Context: an optimization exercise on an open-source flow, tuned for small area, a short achievable clock period and few clock cycles. The choices shown serve that exercise and are no tape-out recipe.
The RTL was checked by simulation tests, not by an equivalence proof against the original design.
No activity file was given, so power comes from the tool's default toggle rates.

==> flow/design.v (excerpt) <==
module cpu(
    input clk, rst,
    output [31:0] imem_addr,
    input  [31:0] imem_rdata,
    output [31:0] dmem_addr,
    output [31:0] dmem_wdata,
    output        dmem_we,
    input  [31:0] dmem_rdata
);
Size in the first run: about 5300 cells after synthesis, about 1300 flip-flops, about 63000 um2 of cells after synthesis.
export LEC_CHECK = 0
export CAP_MARGIN = 20
export CORE_MARGIN = 2
export CORE_UTILIZATION = 40
export CTS_CLUSTER_DIAMETER = 80
export CTS_CLUSTER_SIZE = 24
export PLACE_DENSITY = 0.5
export SLEW_MARGIN = 20
export SETUP_SLACK_MARGIN = 10
create_clock -name core_clock -period 14.0 [get_ports {clk}]
standard.sh (not shown) runs the stock make flow with config.mk's settings and CLKGATE_MAP_FILE= SYNTH_SCRIPT=/design/flow/synth_recipe.tcl, a recipe that flattens the netlist after the stock synthesis.
==> flow/flow/run.sh <==
#!/bin/bash
# Standard layout, with timing repair asked for more setup slack than the
# clock period needs, so that the layout reaches a shorter period.
set -e
cp standard.sh standard_sh.txt
cp config.mk config_orig.txt
echo "export SETUP_SLACK_MARGIN = ${MARGIN:-10}" >> config.mk
bash standard.sh > standard.log 2>&1
The starting point completed without violations.
Testbench counts at the start, summed over its fixed seeds: cycles 61,093.
Then changed:
--- a/flow/design.v
+++ b/flow/design.v
@@ -1,49 +1,57 @@
 module regfile(
     input clk, rst,
     input we,
     input [4:0] wa,
     input [31:0] wd,
-    input [4:0] ra1, ra2,
+    input [3:0] ra1h, ra2h,      
+    input [7:0] ra1l, ra2l,      
     output reg [31:0] rd1, rd2
 );
 reg [31:0] r [1:31];
 reg [31:1] v;
 always @(posedge clk) begin
     if (rst) v <= 31'd0;
     else if (we && wa != 5'd0) v[wa] <= 1'b1;
 end
 always @(posedge clk) begin
     if (we && wa != 5'd0) r[wa] <= wd;
 end
-wire [31:0] s1 = 32'd1 << ra1;
-wire [31:0] s2 = 32'd1 << ra2;
+reg [31:0] s1, s2;
+always @(*) begin
+    for (integer i = 0; i < 32; i = i + 1) begin
+        s1[i] = ra1h[i / 8] & ra1l[i % 8];
+        s2[i] = ra2h[i / 8] & ra2l[i % 8];
+    end
+end
 always @(*) begin
     rd1 = 32'd0;
     rd2 = 32'd0;
     for (integer i = 1; i < 32; i = i + 1) begin
         rd1 = rd1 | ({32{s1[i] & v[i]}} & r[i]);
         rd2 = rd2 | ({32{s2[i] & v[i]}} & r[i]);
     end
 end
 endmodule
 module cpu(
     input clk, rst,
     output [31:0] imem_addr,
     input  [31:0] imem_rdata,
     output [31:0] dmem_addr,
     output [31:0] dmem_wdata,
     output        dmem_we,
     input  [31:0] dmem_rdata
 );
 reg  [31:2] pc_F;
 reg  [31:0] ir_D;
+reg  [3:0]  rsh_D, rth_D;
+reg  [7:0]  rsl_D, rtl_D;
 reg  [31:0] a_E, b_E;
 reg  [15:0] imm_E;
 reg  [29:0] alt_E;       
 reg         fwdA_E, fwdB_E, sBI_E, sBF_E, sBR_E;
 reg         sub_E, rSum_E, rAnd_E, rOr_E, rXor_E, rShl_E, rShr_E;
 reg         wr_E, ld_E, st_E, br_E, bne_E, pt_E;
 reg  [4:0]  rd_E;
 reg  [31:0] res_M, sd_M;
 reg  [4:0]  rd_M;
 reg         wr_M, ld_M, st_M;
@@ -93,21 +101,22 @@
         default: op_D = 3'd0;
         endcase
     end
 end
 wire [4:0] dst_D = isR ? rdf : isJAL ? 5'd31 : rt;
 wire wr_D = (isR && !isJR || isImm || isLW || isJAL) && dst_D != 5'd0;
 wire [31:0] rf1, rf2;
 wire        wr_WB = wr_M;
 wire [31:0] wb_M  = ld_M ? dmem_rdata : res_M;
 regfile regfile(.clk(clk), .rst(rst), .we(wr_WB), .wa(rd_M), .wd(wb_M),
-                .ra1(rs), .ra2(rt), .rd1(rf1), .rd2(rf2));
+                .ra1h(rsh_D), .ra1l(rsl_D), .ra2h(rth_D), .ra2l(rtl_D),
+                .rd1(rf1), .rd2(rf2));
 wire exA = wr_E && rd_E == rs;
 wire exB = wr_E && rd_E == rt;
 wire mA  = wr_M && rd_M == rs;
 wire mB  = wr_M && rd_M == rt;
 wire [31:0] valA = mA ? wb_M : rf1;
 wire [31:0] valB = mB ? wb_M : rf2;
 wire stall = (ld_E && (usesRs && exA || usesRt && exB)) ||
              (isJR && (exA || ld_M && mA));
 wire [31:2] brT  = pc_F + {{14{imm[15]}}, imm};
 wire [31:2] link = {pc_F[31:28] + {3'd0, ir_D[25:0] == 26'd0}, ir_D[25:0]};
@@ -138,22 +147,30 @@
 assign dmem_wdata = sd_M;
 assign dmem_we    = st_M;
 wire [31:2] pcA  = mispE ? alt_E : (redirD && !stall) ? tgtD : pcS_F;
 wire        takeJ = jF && !(mispE || stall || redirD || rst);
 always @(posedge clk) begin
     if (takeJ) pc_F <= jT_F;
     else if (rst) pc_F <= 30'd32;
     else pc_F <= pcA;
 end
 always @(posedge clk) begin
-    if (rst || mispE || (!stall && redirD)) ir_D <= 32'd0;
-    else if (!stall) ir_D <= jF ? {imem_rdata[31:26], pc4_F[27:2]} : imem_rdata;
+    if (rst || mispE || (!stall && redirD)) begin
+        ir_D <= 32'd0;
+        rsh_D <= 4'd1; rsl_D <= 8'd1; rth_D <= 4'd1; rtl_D <= 8'd1;
+    end else if (!stall) begin
+        ir_D <= jF ? {imem_rdata[31:26], pc4_F[27:2]} : imem_rdata;
+        rsh_D <= 4'd1 << imem_rdata[25:24];
+        rsl_D <= 8'd1 << imem_rdata[23:21];
+        rth_D <= 4'd1 << imem_rdata[20:19];
+        rtl_D <= 8'd1 << imem_rdata[18:16];
+    end
 end
 always @(posedge clk) begin
     if (rst || mispE || stall) begin
         wr_E <= 1'b0; ld_E <= 1'b0; st_E <= 1'b0; br_E <= 1'b0;
     end else begin
         wr_E <= wr_D; ld_E <= isLW; st_E <= isSW; br_E <= isBr;
     end
     a_E      <= isJAL ? {link, 2'b00} : valA;
     b_E      <= valB;
     imm_E    <= isJAL ? 16'd0 : imm;
The new run finished with timing, DRC and antenna clean.
Worst setup slack loses 0.073 ns.
Critical path depth rises by 9.
First-iteration DRC count went down by 5.5%.
Via count went down by 0.93%.
Total power goes up by 2.9%.
Core utilization decreases by 0.42 points.
Synthesized area hardly moves.
Cell count decreases by 1.3%.
Combinational power grows by about 8%.
Testbench counts after the change, summed over its fixed seeds: cycles 61,093.

[static timing again, ports no longer ideal]
How much do the figures lean on ideal ports? The routed layouts below were timed once more, with nothing changed but the port constraints.
Step 1 sets driving cells, clkbuf_16 on the clock port and buf_2 on the other inputs (assumed; they add their load-dependent delay and slew).
Step 2, shift: input delay + t, output delay - t, t = (earliest + latest rising clock arrival at the registers) / 2. This alone moves slack from input paths to output paths.
Slacks: no drivers / after step 1 / after step 2; pairs: no drivers / after step 1.
run	t, ns	setup WS [ns]	worst setup path at the end	clock arrival spread, ns	pins driven straight from the clock port
the first run	0.823	9.803 / 9.723 / 9.137	input to register	0.058 / 0.057	1
the second run	0.818	9.730 / 9.730 / 9.252	input to register	0.044 / 0.044	1
After both steps setup and hold are still met in every run listed. For the first run, which loses most, drivers alone change the setup slack by -0.080 ns; drivers and shift together by -0.666 ns.
